This is an optimization exercise on Yosys and OpenROAD, whose aim is small area, a short achievable clock period and few clock cycles per item, not a production implementation.
In this exercise RTL edits were held to simulation tests only and were not proved equivalent to the original.
No activity file was given, so power comes from the tool's default toggle rates.

### design/flow/design.v
module sort_paralell(
				input 					clk,
				input 					rst_n,
				input						en,
				input 		[15:0] 	in0, in1, in2, in3, in4, in5, in6, in7,
				output reg				complete,
				output reg 	[15:0] 	out0, out1, out2, out3, out4, out5, out6,out7
						);
function automatic ge16(input [15:0] a, input [15:0] b);
	reg [15:0] g, q;
	reg [7:0]  g1, q1;
	reg [3:0]  g2, q2;
	reg [1:0]  g3, q3;
	integer k;
	begin
		g = a & ~b;
		q = a | ~b;
		for (k = 0; k < 8; k = k + 1) begin
			g1[k] = g[2*k+1] | (q[2*k+1] & g[2*k]);
			q1[k] = g[2*k+1] | (q[2*k+1] & q[2*k]);
		end
		for (k = 0; k < 4; k = k + 1) begin
			g2[k] = g1[2*k+1] | (q1[2*k+1] & g1[2*k]);
			q2[k] = g1[2*k+1] | (q1[2*k+1] & q1[2*k]);
		end
		for (k = 0; k < 2; k = k + 1) begin
			g3[k] = g2[2*k+1] | (q2[2*k+1] & g2[2*k]);
			q3[k] = g2[2*k+1] | (q2[2*k+1] & q2[2*k]);
		end
		ge16 = g3[1] | (q3[1] & q3[0]);
	end
endfunction
function automatic [7:0] onehot7(input [6:0] c);
	reg [3:0] x;
	reg [4:0] y;
	integer m, n;
	begin
		x[0] = ~c[0] & ~c[1] & ~c[2];
		x[1] = (c[0] & ~c[1] & ~c[2]) | (~c[0] & c[1] & ~c[2]) | (~c[0] & ~c[1] & c[2]);
		x[2] = (c[0] & c[1] & ~c[2]) | (c[0] & ~c[1] & c[2]) | (~c[0] & c[1] & c[2]);
		x[3] = c[0] & c[1] & c[2];
		y[0] = ~c[3] & ~c[4] & ~c[5] & ~c[6];
		y[1] = (c[3] & ~c[4] & ~c[5] & ~c[6]) | (~c[3] & c[4] & ~c[5] & ~c[6]) |
		       (~c[3] & ~c[4] & c[5] & ~c[6]) | (~c[3] & ~c[4] & ~c[5] & c[6]);
		y[2] = (c[3] & c[4] & ~c[5] & ~c[6]) | (c[3] & ~c[4] & c[5] & ~c[6]) |
		       (c[3] & ~c[4] & ~c[5] & c[6]) | (~c[3] & c[4] & c[5] & ~c[6]) |
		       (~c[3] & c[4] & ~c[5] & c[6]) | (~c[3] & ~c[4] & c[5] & c[6]);
		y[3] = (~c[3] & c[4] & c[5] & c[6]) | (c[3] & ~c[4] & c[5] & c[6]) |
		       (c[3] & c[4] & ~c[5] & c[6]) | (c[3] & c[4] & c[5] & ~c[6]);
		y[4] = c[3] & c[4] & c[5] & c[6];
		onehot7 = 8'd0;
		for (m = 0; m < 4; m = m + 1)
			for (n = 0; n < 5; n = n + 1)
				onehot7[m+n] = onehot7[m+n] | (x[m] & y[n]);
	end
endfunction
wire [15:0] in_w [0:7];
assign in_w[0] = in0; assign in_w[1] = in1; assign in_w[2] = in2; assign in_w[3] = in3;
assign in_w[4] = in4; assign in_w[5] = in5; assign in_w[6] = in6; assign in_w[7] = in7;
integer i, j, p;
reg        v1;               
reg [15:0] d [0:7];          
reg        ge [0:7][0:7];    
always @(posedge clk or negedge rst_n)
	if (!rst_n) v1 <= 1'b0;
	else        v1 <= en;
always @(posedge clk) begin
	for (i = 0; i < 8; i = i + 1) begin
		d[i] <= in_w[i];
		for (j = 0; j < 8; j = j + 1)
			ge[i][j] <= (j > i) ? ge16(in_w[i], in_w[j]) : 1'b0;
	end
end
reg [6:0] above [0:7];
reg [7:0] sel [0:7];         
always @* begin
	for (i = 0; i < 8; i = i + 1) begin
		p = 0;
		for (j = 0; j < 8; j = j + 1)
			if (j != i) begin
				above[i][p] = (j < i) ? ~ge[j][i] : ge[i][j];
				p = p + 1;
			end
		sel[i] = onehot7(above[i]);
	end
end
reg [15:0] placed [0:7];
always @* begin
	for (p = 0; p < 8; p = p + 1) begin
		placed[p] = 16'd0;
		for (i = 0; i < 8; i = i + 1)
			placed[p] = placed[p] | ({16{sel[i][p]}} & d[i]);
	end
end
always @(posedge clk or negedge rst_n)
	if (!rst_n) complete <= 1'b0;
	else        complete <= v1;
always @(posedge clk) begin
	out0 <= placed[0]; out1 <= placed[1]; out2 <= placed[2]; out3 <= placed[3];
	out4 <= placed[4]; out5 <= placed[5]; out6 <= placed[6]; out7 <= placed[7];
end
endmodule
### design/flow/flow/run.sh
#!/bin/bash
# Layout flow: the standard ORFS flow (standard.sh), with
#  - port buffers of type buf_2 instead of the delay cell buffer_ports picks by default,
#  - timing repair aiming at a setup slack margin of 2.7 ns through CTS and 2.0 ns after global routing.
# Each make run's full output goes to a log of its own in the work folder.
set -euo pipefail
cd "$(dirname "$0")/.."
export BUFFER_PORTS_ARGS="-buffer_cell sky130_fd_sc_hd__buf_2"
SETUP_SLACK_MARGIN=2.7 bash standard.sh cts > make_to_cts.log 2>&1
SETUP_SLACK_MARGIN=2.0 bash standard.sh finish > make_finish.log 2>&1
test -f out/final.def
### design/flow/standard.sh
#!/bin/bash
# synth_recipe.tcl (not shown) runs the flow's synth.tcl, then flattens the netlist and writes it again
# the make line also repeats each setting of config.mk as NAME=value (left out here)
make -C /OpenROAD-flow-scripts/flow DESIGN_CONFIG=/design/flow/config.mk WORK_HOME=/design/flow/orfs CLKGATE_MAP_FILE= SYNTH_SCRIPT=/design/flow/synth_recipe.tcl "${@:-finish}"
### design/flow/config.mk
export PLATFORM = sky130hd
export DESIGN_NAME = sort_paralell
export DESIGN_NICKNAME = sort_paralell
export VERILOG_FILES = /design/flow/design.v
export SDC_FILE = /design/flow/constraint.sdc
export NUM_CORES = 4
export LEC_CHECK = 0
export CAP_MARGIN = 20
export CORE_MARGIN = 2
export CORE_UTILIZATION = 40
export SLEW_MARGIN = 20
### design/flow/constraint.sdc
create_clock -name core_clock -period 5.0 [get_ports {clk}]
set_input_delay 1.0000 -clock core_clock [delete_from_list [all_inputs] [get_ports {clk}]]
set_output_delay 1.0000 -clock core_clock [all_outputs]
set_load 0.01 [all_outputs]
==> summary.txt, run 1 <==
Timing:
- The clock period could shrink to 2.71 ns.
- The number of max-slew violations in the final report was 0.
- Setup violations remaining at the end of the flow were counted as 0.
- Static timing analysis puts the maximum clock frequency at 0.369 GHz.
- For the final routed database, the setup TNS stands at 0 ns.
- The tightest hold path in the finished design has a slack of 0.181 ns.
- Dividing the final minimum period by the clock period gives 0.542.
- Setup repair after global routing left no endpoint under its margin.
- The slew of the pin with the lowest slew margin is 1.21 ns.
- The worst slew slack as a fraction of its limit is 0.193.
- Clock skew on the completed layout was measured at 0.0138 ns.
- The number of hold violations in the final report was 0.

Logic synthesis:
- For this run, the number of Yosys warnings is 6.
- Counting every instance in the synthesized netlist gives 2978.
- The most used flip-flop cell after synthesis is dfxtp_1.
- The synthesized design contains 0 enable-type register cells.
- The biggest area contributor in the post-synthesis netlist is dfxtp_1.
- The post-synthesis instance area is 22400 um^2.
- The commonest cells after synthesis are dfxtp_1, a22oi_1, o21ai_0, clkbuf_1, nand2_1.
- A synthesized cell averages 7.52 um^2.
- After synthesis the netlist holds a flip-flop and latch count of 286.
- Ranked by total cell area, the synthesized netlist is headed by dfxtp_1, a22oi_1, o21ai_0.
- The area share of the leading cell type in the synthesized netlist is 0.254.
- The fraction of registers with async set or reset after synthesis is 0.00699.
- After synthesis, the netlist uses 93 different library cells.
- The total nets after synthesis is 3109.
- The share of the Yosys chip area taken by registers is 0.256.
- The most numerous cell in the Yosys netlist is dfxtp_1.

Worst setup path:
- The capturing point of the worst reg2reg path is out3[8].
- At the worst endpoint, the required time is 5.44 ns.
- In this design, the critical path's most frequently occurring cell is buf_4.
- Together, buffers and inverters on the worst path number 2.
- The largest single stage delay on the critical path is 0.43 ns.
- Across all register-to-register paths, the minimum setup slack is 2.29 ns.
- The largest delay contributor family on the critical path is compound AO/OA/AOI/OAI gates.
- The critical path in this run is classified as reg2reg.
- The master of the slowest instance on the critical path is a222oi_1.
- The element type at the critical path start is a flip-flop.
- The worst setup path is captured at a flip-flop.
- Counting cells, the worst reg-to-reg path comes to 8.
- Walking the worst path, the cells encountered are buf_4, and4bb_2, o21a_1, o31a_1, buf_4, or2_4, a222oi_1, nand3_1.
- In this run the worst path has a maximum fanout of 17.
- In this run the critical register-to-register path is launched from ge[13].
- The data arrival time at the worst-slack endpoint is 3.15 ns.

GRT:
- Entering global routing, the biggest net connects 32 pins.
- Across every metal layer, demand over resource in global routing totals 0.429.
- The number of global-route vias before repair came to 26717.
- The first global-routing pass estimated 185000 um of wire.
- The total overflow left after global routing is 0.
- The initial antenna violation count is 7.

Power and ir drop:
- The leakage power is 9.78 nW.
- The largest voltage drop on the vdd net is 0.265 mV.
- For this design the ratio of total power to cell area is 401 nW/um^2.

Layout:
- The share of post-route cells with drive strength above 1 is 0.212.
- The area growth from synthesis to final layout is 16.5%.
- The final instance area is 26100 um^2.
- The flip-flop count of the largest register after layout is 128.
- The register containing the most flip-flops in the final layout is d.
- The net count of the finished layout is 3125.
- The largest registers in the layout are d: 128 flops, ge: 28 flops.

Clocking:
- Clock-pin slew was measured on the worst setup and hold paths at 0.07 ns.
- The number of buffers on the longest clock path is 3.
- The tree is rooted in a clkbuf_16.
- The number of hold buffers added after CTS was 0.
- The TritonCTS clock tree is yes.
- The clock net in this run drives a total of 286 sinks.
- The number of buffers created by CTS is 31.
- CTS built an H-tree with a depth of 1.
- The clock insertion delay at the later pin of the skew report is 0.59 ns.

Drt:
- The number of violations reported at the end of detailed-routing iteration 0 is 6312.
- The total wire length after detailed routing is 130000 um.
- The count of nets left with antenna violations after detail routing is 0.
- Dividing the detail-routed wire length by the instance count gives 34.4 um.
- Using the TritonRoute via totals, the vias-per-cell ratio works out to 7.62.
- The residual DRC count is 0.
- The first TritonRoute pass finished after 11 iterations.
- The total number of vias is 28737.

Die:
- The initial utilization of the core area, before any placement, comes to 0.406.
- The die boundary width is 241 um.
- Measured along the y axis, the die boundary spans 241 um.
- The floorplan step defined a die boundary enclosing 57900 um^2.
- The core region is 55200 um^2.
- After floorplanning, the core was divided into 86 placement rows.
- 260 I/O pins were placed.

Placement:
- The HPWL after detailed placement is 90800 um.
- The final weighted congestion of routability-driven global placement is 1.07.
- The count of buffers added on input and output ports is 259.
- The placed instances occupy a cell area of 23400 um^2.

Hold path:
- The worst min-delay path category is in2async.

Outcome:
- The run finished with no timing, DRC or antenna violations.

Flow run:
- The tool flagged a number of max-cap violations equal to 0.
[layout by cell type (no fill, tap or decap), types with 13 or more instances in the layout]
cell type,n
clkbuf_16,31
o22ai_1,58
a221o_1,18
nand3_1,116
a21oi_2,14
nand2b_1,30
nor2b_1,46
a21o_1,23
nor3_1,61
inv_1,90
a221oi_2,17
buf_12,14
a21oi_1,154
dfxtp_1,262
buf_4,110
nor2_1,96
a22oi_1,273
buf_2,237
nand4_1,53
buf_6,13
a31oi_1,22
dfxtp_4,18
a22o_1,66
o21ai_2,13
a211oi_1,18
nand2_1,207
maj3_1,63
a221oi_1,77
o221ai_1,34
o21ai_0,240
o211ai_1,20
o21a_1,25
xnor2_1,13
a222oi_1,124
[worst max-delay path by stage]
stage,to,cells past startpoint,start
2_1_floorplan,ge[1],7,in1[0]
3_3_place_gp,out5[14],7,ge[19]
3_5_place_dp,out3[8],8,ge[14]
4_1_cts,out3[14],8,ge[28]
5_1_grt,out5[11],6,ge[28]
6_report,out3[8],8,ge[13]
[power breakdown]
group / leakage, nW / switching, W / internal [W] / total (W)
clock network: 0.513 / 0.00107 / 0.00131 / 0.00238
logic: 6.86 / 0.00310 / 0.00175 / 0.00485
registers: 2.41 / 0.000511 / 0.00272 / 0.00323
[cell families (layout without fill, tap and decap cells)]
| group | Yosys count | after routing | synth area share |
|---|---|---|---|
| compound gates | 1338 | 1338 | 0.434 |
| simple gates | 717 | 718 | 0.161 |
| buf+inv | 518 | 555 | 0.0960 |
| flops | 286 | 286 | 0.256 |
| fa+ha+maj | 68 | 68 | 0.0307 |
| xor+xnor | 34 | 34 | 0.0143 |
| mux | 17 | 18 | 0.00832 |
| other cells | 0 | 5 | 0 |
[area by class of cell]
type                    count  area (um^2)
repair buffers            382         2580
multi-input cells        2176        15200
clock buffers              36          825
well taps                 748          936
diodes                      5         12.5
fillers                  5389        29100
repair inverters            1         5.00
inverters                 116          482
clock inverters            20          213
flip-flops and latches    286         5810
[routing by layer]
layer  global-route usage  vias up  part of all wire
met5              0.00253        -           0.00073
met4                0.272        8             0.084
met3                0.105      679              0.14
met2                0.629     2802              0.41
met1                0.563    13562              0.37
li1                     -    11686                 -
[worst reg2reg max path, delay by kind of cell (launching register included)]
family                 cells  cell delay (ns)
AOI/OAI and AO/OA          3             0.98
and+or+nand+nor            3             0.72
buffers and inverters      2             0.43
DFF                        1             0.42
[per-stage QoR]
| step | power [W] | instances | utilization | worst slack [ns] |
|---|---|---|---|---|
| 3_3_place_gp | 0.00732 | 3625 | 0.423 | 1.39 |
| 2_1_floorplan | 0.00564 | 2978 | - | 2.25 |
| 3_5_place_dp | 0.00735 | 3626 | 0.424 | 1.49 |
| 5_1_grt | 0.0107 | 3765 | 0.473 | 2.19 |
| 6_report | 0.0105 | 3770 | 0.473 | 2.29 |
| 4_1_cts | 0.0102 | 3765 | 0.473 | 2.42 |
[timing repair]
action                                  in CTS  in global routing
endpoints found under the setup margin     156                  0
setup buffers                               78                  0
resized for setup                          238                  0
Testbench counts, summed over its fixed seeds: cycles 2,056, items 2,048.
==> run 2: changes to the inputs <==
--- a/design/flow/config.mk
+++ b/design/flow/config.mk
@@ -8,4 +8,5 @@
 export CAP_MARGIN = 20
 export CORE_MARGIN = 2
 export CORE_UTILIZATION = 40
+export PLACE_DENSITY = 0.9
 export SLEW_MARGIN = 20
==> summary.txt, run 2 <==
Outcome:
- The flow ran to the end and the layout has no timing, DRC or antenna violations.

Logic synthesis:
- The fraction of registers with async set or reset after synthesis is 0.00699.
- Sorting the synthesized cells by area gives the leading types as dfxtp_1, a22oi_1, o21ai_0.
- By count the netlist is led by dfxtp_1, a22oi_1, o21ai_0, clkbuf_1, nand2_1.
- The flop and latch count out of synthesis is 286.
- The number of distinct library cells after synthesis is 93.
- The number of synthesis warnings is 6.
- The share of synthesized area in the top cell type comes to 0.254.
- The synthesized area divided by synthesized cell count is 7.52 um^2.
- The synthesized instance count is 2978.
- The number of enable flip-flop cells after synthesis is 0.
- The biggest area contributor in the post-synthesis netlist is dfxtp_1.
- The prevailing post-synth register cell is dfxtp_1.
- The post-synthesis instance area is 22400 um^2.
- The sequential cell area fraction in the yosys report is 0.256.
- The most numerous cell in the Yosys netlist is dfxtp_1.
- The total nets after synthesis is 3109.

Layout:
- In the final layout, the registers with the most flip-flops are d: 128 flops, ge: 28 flops.
- The library cells used most frequently in the layout, excluding fill and tap cells, are a22oi_1, dfxtp_1, o21ai_0.
- The final instance area is 26000 um^2.
- Leaving out fill and tap cells, the most frequent cell in the layout is a22oi_1.
- The register with the most flip-flops in the layout has 128 of them.
- After the last flow step, the layout net total stands at 3108.
- The share of post-route cells with drive strength above 1 is 0.200.
- Relative to the synthesized area, the layout overhead comes to 15.9%.
- The register containing the most flip-flops in the final layout is d.

Drt:
- The total number of vias is 29326.
- The per-cell routed wire length is 32.1 um.
- The count of nets left with antenna violations after detail routing is 0.
- In this run, the number of DRC markers left after iteration 0 of detailed routing was 7722.
- After detailed routing, the number of vias per cell comes to 7.82.
- Before antenna repair, the detailed router went through 22 iterations.
- In the routed design, unresolved DRC markers number 0.
- Summed over all layers, the routed wires come to 121000 um.

Timing:
- Setup repair after global routing left no endpoint under its margin.
- The number of hold violations in the final report came to 0.
- The worst slew slack as a fraction of its limit is 0.314.
- Setup total negative slack on the finished layout was measured at 0 ns.
- For this run, the top clock speed supported by timing is 0.385 GHz.
- For the final database, setup skew stands at 0.0495 ns.
- The slew of the pin with the lowest slew margin is 1.02 ns.
- The post-route worst hold slack is 0.183 ns.
- The number of max-slew violations in the final report is 0.
- After layout, the minimum clock period comes to 2.60 ns.
- Setup violations remaining at the end of the flow were counted as 0.
- The share of the clock period used by the worst path is 0.520.

Worst setup path:
- The data arrival time at the worst-slack endpoint is 3.09 ns.
- The class of the most critical setup path is reg2reg.
- The worst register-to-register path ends at out3[2].
- Measured in cells, the most critical reg-to-reg path has a length of 9.
- The element type at the critical path start is a flip-flop.
- The critical path capture point type is a flip-flop.
- In this run the worst path has a maximum fanout of 28.
- The data required time of the critical path is 5.49 ns.
- The reg2reg setup slack is 2.40 ns.
- The startpoint identified for the worst register-to-register timing path is ge[15].

Placement:
- After detailed placement, the total cell area comes to 23300 um^2.
- During placement, the flow inserted port buffers numbering 259.
- Detailed placement ended at an HPWL of 81600 um.
- Routability-driven placement finished with a final weighted congestion of 1.15.

GRT:
- The global-route wire length before repair is 173000 um.
- The initial antenna violation count is 13.
- Entering global routing, the biggest net connects 36 pins.
- The number of global-route vias before repair was 26340.
- The global-route congestion overflow total is 0.
- In the global route stage, overall resource usage came out at 0.394.

Die:
- The height of the die is 241 um.
- From left edge to right edge, the die measures 241 um.
- The floorplan has 86 rows.
- The starting utilization of the core area is 0.406.
- The die covers 57900 um^2.
- The number of top-level pins is 260.
- The total core area is 55200 um^2.

Clocking:
- TritonCTS built the clock tree.
- In this run, CTS created clock tree buffers numbering 28.
- The clock transition at the registers of the reported paths is 0.08 ns.
- CTS built an H-tree with a depth of 1.
- The later pin in the worst-skew pair is clocked with a latency of 0.61 ns.
- The number of buffers on the longest clock path is 3.
- The total number of clock tree sinks is 286.
- The root buffer cell chosen for the clock tree is clkbuf_16.

Power and ir drop:
- The fraction of power spent switching nets is 0.448.
- VDD sags by at most 0.280 mV.
- The leakage power is 9.67 nW.
- The internal power summed over all cells is 0.00566 W.
- Of the total power, combinational logic draws 0.470.
- The share of total power dissipated in sequential elements is 0.318.
- Of the total power, the clock network draws 0.211.
- In this run the power density over the cells is 394 nW/um^2.
- Summed over all nets, the switching power comes to 0.00458 W.

Hold path:
- The worst min-delay path category is in2async.

Flow run:
- The number of maximum-capacitance violations is 0.
-- run 2: cell counts after synthesis --
Identical to the previous run, type by type.
-- run 2: critical path, cell delays in order, from the launching register on --
cell and delay [ns]:
dfxtp_1 0.33, buf_12 0.16, xor2_2 0.21, a222oi_1 0.42, nor2_1 0.07, a211o_1 0.28
buf_4 0.17, mux2_4 0.36, a221oi_1 0.37, nand3_1 0.11
-- run 2: routing by layer --
layer	GRT usage	wire, um	vias up	part of all wire
met5	0.00337	110	-	0.00091
met2	0.551	46200	3453	0.38
li1	-	-	11688	-
met4	0.234	10700	16	0.088
met3	0.182	22700	902	0.19
met1	0.490	40800	13267	0.34
-- run 2: cell type report --
| cell class | instances | area (um^2) |
|---|---|---|
| fillers | 5278 | 29200 |
| multi-input cells | 2178 | 15300 |
| flip-flops and latches | 286 | 5810 |
| repair buffers | 367 | 2500 |
| well taps | 748 | 936 |
| clock buffers | 33 | 751 |
| inverters | 116 | 460 |
| clock inverters | 17 | 155 |
| diodes | 7 | 17.5 |
-- run 2: how the worst max path moves through the flow --
stage / cells after the start / endpoint / start / slack (ns)
final: 9 / out3[2] / ge[15] / 2.40
after global routing: 7 / out5[14] / ge[22] / 2.28
after CTS: 8 / out2[7] / ge[15] / 2.54
after detailed placement: 7 / out3[4] / ge[14] / 1.65
after global placement: 7 / out3[8] / ge[14] / 1.64
after floorplan: 7 / ge[1] / in1[0] / 2.25
-- run 2: what timing repair did --
action,in CTS,in global routing
endpoints found under the hold margin,0,0
gates resized for setup,227,0
hold buffers,0,0
setup buffers,69,0
endpoints found under the setup margin,154,0
-- run 2: power by group through the flow --
stage                     clock network [W]  registers [W]  logic [W]
after floorplan                           0        0.00305    0.00259
after global placement                    0        0.00328    0.00387
after detailed placement                  0        0.00327    0.00390
after CTS                           0.00214        0.00320    0.00449
after global routing                0.00223        0.00326    0.00495
final                               0.00216        0.00326    0.00482
-- run 2: cells by family after synthesis --
family,after synthesis,share of synthesized area
flops,286,0.256
fa+ha+maj,68,0.0307
buf+inv,518,0.0960
compound gates,1338,0.434
mux,17,0.00832
simple gates,717,0.161
xor+xnor,34,0.0143
-- run 2: metrics by stage --
step	util	worst slack [ns]	cells	power (W)
after global routing	0.470	2.28	3746	0.0104
after global placement	0.422	1.64	3619	0.00715
final	0.470	2.40	3752	0.0102
after CTS	0.470	2.54	3745	0.00983
after detailed placement	0.423	1.65	3619	0.00717
after floorplan	-	2.25	2978	0.00564
==> run 3: changes to the inputs <==
--- a/design/flow/config.mk
+++ b/design/flow/config.mk
@@ -8,5 +8,6 @@
 export CAP_MARGIN = 20
 export CORE_MARGIN = 2
 export CORE_UTILIZATION = 40
+export CTS_BUF_LIST = sky130_fd_sc_hd__clkbuf_8
 export PLACE_DENSITY = 0.9
 export SLEW_MARGIN = 20
==> summary.txt, run 3 <==
Logic synthesis:
- The synthesized instance count is 2978.
- Yosys mapped the design onto 93 distinct sky130hd cell types.
- Among all flip-flop cells after synthesis, the most frequent one is dfxtp_1.
- Yosys mapped a number of flops with a built-in enable equal to 0.
- The flop and latch count out of synthesis is 286.
- The share of synthesized area in the top cell type comes to 0.254.
- The top cell type by total area after synthesis is dfxtp_1.
- Sorting the synthesized cells by how often they occur yields dfxtp_1, a22oi_1, o21ai_0, clkbuf_1, nand2_1.
- The total nets after synthesis is 3109.
- For this run, the number of Yosys warnings is 6.
- Dividing the synthesized area by the synthesized cell count gives 7.52 um^2.
- After synthesis the cells add up to 22400 um^2.
- The fraction of registers with async set or reset after synthesis is 0.00699.
- By area the synthesized netlist is led by dfxtp_1, a22oi_1, o21ai_0.
- The most numerous cell in the Yosys netlist is dfxtp_1.
- The sequential cell area fraction in the yosys report is 0.256.

GRT:
- The largest net degree at the start of global routing is 36.
- The initial antenna violation count was 20.
- The number of global-route vias before repair is 26830.
- The first global-routing pass estimated 176000 um of wire.
- The total routing resource utilization after global routing is 0.403.
- Global routing finished with a remaining overflow of 0.

Layout:
- The post-layout net count is 3135.
- The register containing the most flip-flops in the final layout is d.
- The register with the most flip-flops in the layout has 128 of them.
- The number of filler cells placed in the layout is 5224.
- The area growth from synthesis to final layout is 17.2%.
- The library cells used most frequently in the layout, excluding fill and tap cells, are a22oi_1, dfxtp_1, buf_2.
- The share of post-route cells with drive strength above 1 is 0.210.
- The most common library cell in the layout ignoring fill and taps is a22oi_1.
- The largest registers in the layout are d: 128 flops, ge: 28 flops.

Die:
- The floorplan has 86 rows.
- The die boundary width is 241 um.
- For this configuration, the core starts out at a cell density of 0.406.
- The floorplan step defined a core boundary enclosing 55200 um^2.
- The die outline area is 57900 um^2.
- The height of the die is 241 um.
- Pin placement for this block handled 260 I/O pins.

Drt:
- Dividing the detail-routed wire length by the instance count gives 32.5 um.
- Summing over every cut layer, the via total after detailed routing is 29695.
- The number of vias per cell after detailed routing is 7.82.
- The total wire length after detailed routing is 123000 um.
- In the routed design, unresolved DRC markers number 0.
- For this run, the detailed router's first-pass iteration total came to 25.
- The count of nets left with antenna violations after detail routing is 0.
- The detailed router finished its first iteration with 7945 violations.

Power and ir drop:
- The power density relative to cell area is 405 nW/um^2.
- The largest voltage drop on the vdd net is 0.220 mV.
- The leakage power is 9.87 nW.

Worst setup path:
- The master of the slowest instance on the critical path is a2111oi_0.
- In this design, the stage delay of the slowest critical-path cell is 0.63 ns.
- STA classifies the critical path endpoint as a flip-flop.
- The worst setup path is launched from a flip-flop.
- The maximum net fanout on the critical path is 11.
- The data required time of the critical path is 5.53 ns.
- The data arrival time at the worst-slack endpoint is 3.27 ns.
- The critical path is of the reg2reg type.
- Traced cell by cell, the critical path runs through buf_12, buf_4, clkinv_2, a2111oi_0, a41oi_2, a31oi_4, buf_6, a22o_1, a221oi_2, nand3_1.

Clocking:
- CTS placed an instance of clkbuf_8 at the clock tree root.
- The clock transition at the registers of the reported paths is 0.06 ns.
- The number of buffers on the longest clock path is 3.
- The total number of clock tree sinks is 286.
- The number of buffers created by CTS is 48.
- The clock tree synthesis step divided the H-tree into 2 levels.
- The TritonCTS clock tree is yes.
- The clock insertion delay at the later pin of the skew report is 0.66 ns.
- The hold buffer count at cts is 0.

Flow run:
- The number of maximum-capacitance violations is 0.

Timing:
- Derived from the worst setup path, the maximum achievable clock frequency is 0.365 GHz.
- The aggregate negative setup slack is 0 ns.
- The worst slew slack as a fraction of its limit is 0.232.
- On the final layout, the worst clock skew is 0.0889 ns.
- Setup violations remaining at the end of the flow were counted as 0.
- Setup repair after global routing left no endpoint under its margin.
- The number of hold violations in the final report was 0.
- The final critical-path required period is 2.74 ns.
- At the pin with the least slew margin, the transition time is 1.14 ns.
- The share of the clock period used by the worst path is 0.547.
- Across all hold checks on the routed design, the worst slack comes to 0.165 ns.
- The number of max-slew violations in the final report is 0.

Outcome:
- The flow ran to the end and the layout has no timing, DRC or antenna violations.

Placement:
- In this run the tool buffered the top-level ports with 259 buffer cells.
- The placed wire-length estimate after detailed placement is 81600 um.
- The congestion estimate from routability-driven global placement came to 1.15.

Hold path:
- The path class of the tightest hold or removal check is in2async.
==> run 3: path summary, 6_finish.rpt <==
| check | startpoint | slack, ns | depth (start not counted) | end |
|---|---|---|---|---|
| min in group core_clock | v1 | 0.37 | 0 | complete |
| max | ge[10] | 2.26 | 10 | out4[13] |
| max reg2reg | ge[10] | 2.26 | 10 | out4[13] |
| max in group asynchronous | rst_n | 4.74 | 1 | v1 |
| min reg2reg | v1 | 0.37 | 0 | complete |
| min | rst_n | 0.17 | 1 | complete |
==> run 3: kinds of logic (layout without fill, tap and decap cells) <==
family	count (synthesis)	after routing	share of synthesized area
AO/OA/AOI/OAI	1338	1341	0.434
XOR/XNOR	34	34	0.0143
adder cells (fa/ha/maj)	68	68	0.0307
buffers and inverters	518	571	0.0960
flip-flops	286	286	0.256
multiplexers	17	19	0.00832
other	0	11	0
AND/OR/NAND/NOR	717	717	0.161
==> run 3: what timing repair did <==
item	4_1_cts	5_1_grt
setup endpoints to repair	153	0
resized for setup	239	0
buffers inserted	72	0
==> run 3: where the power goes <==
group / internal (W) / total, W / switching, W
sequential: 0.00272 / 0.00327 / 0.000546
clock: 0.00139 / 0.00245 / 0.00106
combinational: 0.00181 / 0.00491 / 0.00310
==> run 3: area by class of cell <==
| cell class | count | area (um^2) | share of cell area |
|---|---|---|---|
| clock buffers | 53 | 729 | 0.0278 |
| inverters | 116 | 460 | 0.0175 |
| diodes | 11 | 27.5 | 0.00105 |
| clock inverters | 29 | 343 | 0.0131 |
| multi-input cells | 2179 | 15400 | 0.586 |
| flip-flops and latches | 286 | 5820 | 0.222 |
| well taps | 748 | 936 | 0.0356 |
| repair buffers | 373 | 2550 | 0.0971 |
==> run 3: per-layer routing <==
| layer | wire length, um | vias up | part of all wire | track usage |
|---|---|---|---|---|
| met5 | 174 | - | 0.0014 | 0 |
| met4 | 11400 | 16 | 0.093 | 0.260 |
| met3 | 23600 | 1012 | 0.19 | 0.206 |
| met2 | 46800 | 3496 | 0.38 | 0.555 |
| met1 | 41300 | 13430 | 0.33 | 0.489 |
| li1 | - | 11741 | - | - |
==> run 3: worst max-delay path: cells and delay by family, from the launching register on <==
kind                   cells  cell delay, ns
DFF                        1            0.36
and+or+nand+nor            1            0.18
AOI/OAI and AO/OA          5            1.39
buffers and inverters      4            0.74
==> run 3: per-stage QoR <==
| stage | power (W) | utilization | setup slack (ns) | area, um^2 | std cells |
|---|---|---|---|---|---|
| 3_5_place_dp | 0.00717 | 0.423 | 1.65 | 23300 | 3619 |
| 3_3_place_gp | 0.00715 | 0.422 | 1.64 | 23300 | 3619 |
| 4_1_cts | 0.0102 | 0.475 | 2.54 | 26200 | 3784 |
| 5_1_grt | 0.0108 | 0.475 | 2.23 | 26200 | 3787 |
| 6_report | 0.0106 | 0.476 | 2.26 | 26300 | 3795 |
| 2_1_floorplan | 0.00564 | - | 2.25 | 22600 | 2978 |

## afterwards: timing with drivers on the ports
The flow's constraints put no driver on any port. The routed layouts listed below were extracted and timed again, unchanged, in two steps. Step 1, drivers: a clkbuf_16 drives clk and a buf_2 each remaining input, both assumed. Step 2 moves the port delays by t, midway between the first and last clock arrival at a register: inputs arrive t later, outputs are due t later. That takes back most of the time a late clock gives input paths. a / b / c = ideal ports / drivers / drivers and shift; a / b = the first two.
| run | t (ns) | setup slack, ns | pins driven straight from the clock port |
|---|---|---|---|
| run 1 | 0.651 | 2.288 / 2.288 / 1.858 | 1 |
| run 2 | 0.643 | 2.400 / 2.400 / 1.859 | 1 |
| run 3 | 0.663 | 2.263 / 2.263 / 1.745 | 1 |
After both steps setup and hold are still met in every run listed. The setup slack of run 2, which loses most, moves by 0.000 ns with the drivers and by -0.541 ns with both steps.
